This design comes from an exercise in tuning for small area and a short achievable clock period on the open sky130 flow, not from production work. Where RTL was checked, it was by simulation tests only, not by an equivalence proof against the original. Power and IR drop assume default switching activity.

==> flow/design.v <==
module pll #(
    parameter PHASE_BITS = 32,
    parameter [0:0] OPT_TRACK_FREQUENCY = 1'b1,
    parameter [PHASE_BITS-1:0] INITIAL_PHASE_STEP = 0,
    parameter [0:0] OPT_GLITCHLESS = 1'b1
) (
    input wire i_clk,
    input wire i_reset,
    input wire i_ld,
    input wire [PHASE_BITS-1:0] i_step,
    input wire i_ce,
    input wire i_input,
    input wire [4:0] i_lgcoeff,
    output wire [PHASE_BITS-1:0] o_phase,
    output reg [1:0] o_err
);
    reg agreed_output;
    reg [31:0] ctr, r_step;
    reg [3:1] th;
    reg [7:1] tl;
    always @(posedge i_clk) begin
        th <= {i_lgcoeff[4:3] == 2'd3, i_lgcoeff[4], |i_lgcoeff[4:3]};
        tl <= {i_lgcoeff[2:0] == 3'd7, i_lgcoeff[2:0] >= 3'd6, i_lgcoeff[2:0] >= 3'd5,
               i_lgcoeff[2],
               i_lgcoeff[2:0] >= 3'd3, |i_lgcoeff[2:1], |i_lgcoeff[2:0]};
    end
    wire [4:0] thx = {1'b0, th, 1'b1};       
    wire [7:0] tlx = {tl, 1'b1};             
    wire [31:0] gev;
    genvar i, l;
    generate
        for (i = 0; i < 32; i = i + 1) begin : g_ge
            assign gev[i] = thx[(i >> 3) + 1] | (thx[i >> 3] & tlx[i & 7]);
        end
    endgenerate
    wire [31:0] pge, fge;
    wire f_on = ~gev[15];
    generate
        for (i = 0; i < 32; i = i + 1) begin : g_mask
            assign pge[i] = gev[31 - i];
            if (i >= 1 && i <= 29 && (i % 2) == 1)
                assign fge[i] = gev[(29 - i) / 2] & f_on;
            else if (i >= 30)
                assign fge[i] = f_on;
            else if (i >= 1)
                assign fge[i] = fge[i-1];
            else
                assign fge[i] = 1'b0;
        end
    endgenerate
    wire [31:0] pc = pge & ~{pge[30:0], 1'b0};
    wire s = ctr[31];
    wire pe = s ^ i_input;
    wire lead = agreed_output ^ s;      
    wire [31:0] g0 = ctr & r_step;
    wire [31:0] p0 = ctr ^ r_step;
    wire [31:0] G [0:5];
    wire [31:0] P [0:5];
    assign G[0] = g0;
    assign P[0] = p0;
    generate
        for (l = 0; l < 5; l = l + 1) begin : g_lvl
            for (i = 0; i < 32; i = i + 1) begin : g_bit
                if ((i >> l) & 1) begin
                    assign G[l+1][i] = G[l][i] | (P[l][i] & G[l][((i >> l) << l) - 1]);
                    assign P[l+1][i] = P[l][i] & P[l][((i >> l) << l) - 1];
                end else begin
                    assign G[l+1][i] = G[l][i];
                    assign P[l+1][i] = P[l][i];
                end
            end
        end
    endgenerate
    wire [31:0] sum0 = p0 ^ {G[5][30:0], 1'b0};
    wire [31:0] m = (sum0 ^ {32{lead}}) | ~pge;
    wire [31:0] A [0:5];
    assign A[0] = m;
    generate
        for (l = 0; l < 5; l = l + 1) begin : g_alvl
            for (i = 0; i < 32; i = i + 1) begin : g_abit
                if ((i >> l) & 1)
                    assign A[l+1][i] = A[l][i] & A[l][((i >> l) << l) - 1];
                else
                    assign A[l+1][i] = A[l][i];
            end
        end
    endgenerate
    wire [31:0] pflip = pge & {A[5][30:0], 1'b1};
    wire above = |(r_step & {pge[30:0], 1'b0});
    wire rk = |(r_step & pc);
    wire below = |(r_step & ~pge);
    wire cmp = above | (rk & below);
    wire hold = lead & ~cmp;
    wire [31:0] fm = (r_step ^ {32{lead}}) | ~fge;
    wire [31:0] B [0:5];
    assign B[0] = fm;
    generate
        for (l = 0; l < 5; l = l + 1) begin : g_blvl
            for (i = 0; i < 32; i = i + 1) begin : g_bbit
                if ((i >> l) & 1)
                    assign B[l+1][i] = B[l][i] & B[l][((i >> l) << l) - 1];
                else
                    assign B[l+1][i] = B[l][i];
            end
        end
    endgenerate
    wire [31:0] fflip = fge & {B[5][30:0], 1'b1};
    always @(posedge i_clk)
    if (i_reset)
        agreed_output <= 1'b0;
    else if (i_ce && !pe)
        agreed_output <= s;
    always @(posedge i_clk)
    if (i_reset)
        ctr <= 0;
    else if (i_ce)
        ctr <= !pe ? sum0 : hold ? ctr : (sum0 ^ pflip);
    assign o_phase = ctr;
    always @(posedge i_clk)
    if (i_reset)
        r_step <= 0;
    else if (i_ld)
        r_step <= {1'b0, i_step[30:0]};
    else if (i_ce && pe)
        r_step <= r_step ^ fflip;
    always @(posedge i_clk)
    if (i_reset)
        o_err <= 2'h0;
    else if (i_ce)
        o_err <= {pe & lead, pe};
endmodule
==> flow/config.mk <==
export PLATFORM = sky130hd
export DESIGN_NAME = pll
export DESIGN_NICKNAME = pll
export VERILOG_FILES = /design/flow/design.v
export SDC_FILE = /design/flow/constraint.sdc
export NUM_CORES = 4
export LEC_CHECK = 0
export CAP_MARGIN = 20
export CORE_MARGIN = 2
export CORE_UTILIZATION = 50
export CTS_BUF_LIST = sky130_fd_sc_hd__clkbuf_8
export CTS_CLUSTER_SIZE = 40
export PLACE_DENSITY = 0.7
export SETUP_SLACK_MARGIN = 1.8
export SLEW_MARGIN = 20
==> flow/constraint.sdc <==
create_clock -name core_clock -period 5.2 [get_ports {i_clk}]
set_input_delay 1.0400 -clock core_clock [delete_from_list [all_inputs] [get_ports {i_clk}]]
set_output_delay 1.0400 -clock core_clock [all_outputs]
set_load 0.01 [all_outputs]
standard.sh (not shown) runs the stock make flow with config.mk's settings and CLKGATE_MAP_FILE= SYNTH_SCRIPT=/design/flow/synth_recipe.tcl, a recipe that flattens the netlist after the stock synthesis.
==> flow/flow/run.sh <==
#!/bin/bash
# Own layout flow. It is the standard layout (standard.sh) except for the
# mapping of the logic between the flip-flops:
#  1. the standard synthesis runs unchanged (standard.sh synth);
#  2. the design is synthesised again with the same Yosys steps up to the
#     flip-flop mapping, so the flip-flops come out with the same names and
#     cells; then the gates are mapped with a delay-driven ABC script
#     (flow/map.abc) instead of the standard one;
set -euo pipefail
W=$PWD
RES=$W/orfs/results/$FLOW_PLATFORM/pll/base
LIB=$FLOW_HOME/platforms/sky130hd/lib/sky130_fd_sc_hd__tt_025C_1v80.lib
CFG=$FLOW_HOME/platforms/sky130hd/config.mk
YOSYS=$FLOW_HOME/../tools/install/yosys/bin/yosys
[ -x "$YOSYS" ] || YOSYS=yosys

bash standard.sh synth > $W/log_1_std_synth.txt 2>&1
cp $RES/1_2_yosys.v $W/std_1_2_yosys.v

DU=""
for c in sky130_fd_sc_hd__probe_p_8 sky130_fd_sc_hd__probec_p_8 \
    $(grep -o "sky130_fd_sc_hd__lpflow_[a-z0-9_]*" $CFG); do
  DU="$DU -dont_use $c"
done
cat > $W/own_synth.ys <<EOS
read_liberty -lib $LIB
read_verilog -defer $FLOW_DESIGN
hierarchy -check -top $FLOW_TOP
synth -flatten -nofsm -noshare -top $FLOW_TOP -run :fine
synth -nofsm -noshare -top $FLOW_TOP -run fine:
rename -wire
opt -purge
dfflibmap -liberty $LIB $DU
opt
setundef -zero
abc -script $W/flow/map.abc -liberty $LIB $DU
opt_clean -purge
hilomap -singleton -hicell sky130_fd_sc_hd__conb_1 HI -locell sky130_fd_sc_hd__conb_1 LO
splitnets
insbuf -buf sky130_fd_sc_hd__buf_4 A X
opt_clean -purge
rename -hide w:*\$func\$*
check -assert -mapped
stat -liberty $LIB
write_verilog -noattr -nohex -nodec $W/own_1_2_yosys.v
EOS
$YOSYS -l $W/log_2_own_synth.txt -q $W/own_synth.ys > /dev/null

grep -oE "sky130_fd_sc_hd__[a-z]*df[a-z0-9_]* +[^ ]+" $W/std_1_2_yosys.v | sort > $W/ff_std.txt
grep -oE "sky130_fd_sc_hd__[a-z]*df[a-z0-9_]* +[^ ]+" $W/own_1_2_yosys.v | sort > $W/ff_own.txt
cmp $W/ff_std.txt $W/ff_own.txt
cp $W/own_1_2_yosys.v $RES/1_2_yosys.v
touch $RES/1_2_yosys.v

export BUFFER_PORTS_ARGS="-buffer_cell sky130_fd_sc_hd__buf_1"
export SKIP_INCREMENTAL_REPAIR=1
bash standard.sh finish > $W/log_3_finish.txt 2>&1
==> flow/flow/map.abc <==
strash
dch -f
map -D 2500
buffer -p
upsize -D 2500
dnsize -D 2500
Then changed:
--- a/flow/design.v
+++ b/flow/design.v
@@ -17,30 +17,16 @@
     reg agreed_output;
     reg [31:0] ctr, r_step;
-    reg [3:1] th;
-    reg [7:1] tl;
-    always @(posedge i_clk) begin
-        th <= {i_lgcoeff[4:3] == 2'd3, i_lgcoeff[4], |i_lgcoeff[4:3]};
-        tl <= {i_lgcoeff[2:0] == 3'd7, i_lgcoeff[2:0] >= 3'd6, i_lgcoeff[2:0] >= 3'd5,
-               i_lgcoeff[2],
-               i_lgcoeff[2:0] >= 3'd3, |i_lgcoeff[2:1], |i_lgcoeff[2:0]};
-    end
-    wire [4:0] thx = {1'b0, th, 1'b1};       
-    wire [7:0] tlx = {tl, 1'b1};             
-    wire [31:0] gev;
+    reg [4:0] lgc;        
+    always @(posedge i_clk)
+        lgc <= i_lgcoeff;
+    wire [31:0] pge, fge;
     genvar i, l;
     generate
-        for (i = 0; i < 32; i = i + 1) begin : g_ge
-            assign gev[i] = thx[(i >> 3) + 1] | (thx[i >> 3] & tlx[i & 7]);
-        end
-    endgenerate
-    wire [31:0] pge, fge;
-    wire f_on = ~gev[15];
-    generate
         for (i = 0; i < 32; i = i + 1) begin : g_mask
-            assign pge[i] = gev[31 - i];
+            assign pge[i] = (lgc >= 31 - i);
             if (i >= 1 && i <= 29 && (i % 2) == 1)
-                assign fge[i] = gev[(29 - i) / 2] & f_on;
+                assign fge[i] = (lgc >= (29 - i) / 2) && (lgc < 15);
             else if (i >= 30)
-                assign fge[i] = f_on;
+                assign fge[i] = (lgc < 15);
             else if (i >= 1)
                 assign fge[i] = fge[i-1];
Outcome: The changed run finished with timing, DRC and antenna clean; setup slack gets better by 0.057 ns; design area stays flat; clock power came out lower by a little under a tenth; worst hold slack gets worse by 0.019 ns; combinational power came out higher by a little under a tenth; total power came out lower slightly; die area came out lower by a few percent.
Only the layout flow was run in the first run of this note; the RTL was not checked for function there.

re-timing with driven ports:
In the flow no input, the clock included, has a driving cell. The finished layouts below were timed again as built, in two steps.
Step 1 assumes that a clkbuf_16 drives the clock port and a buf_2 every other input.
Step 2 also shifts input and output timing later by t, the mid clock arrival at the registers, as if the neighbouring blocks saw the same clock.
Three values: ideal ports, drivers, drivers and shift; two values: the first two.
run | t, ns | setup slack, ns | worst register clock-pin slew, ns
the first run | 0.423 | 1.644 / 1.644 / 1.389 | 0.09 / 0.09
the second run | 0.420 | 1.701 / 1.701 / 1.500 | 0.08 / 0.08
After both steps every run listed still meets setup and hold. The setup slack of the first run, which loses most, moves by 0.000 ns with the drivers and by -0.255 ns with both steps.
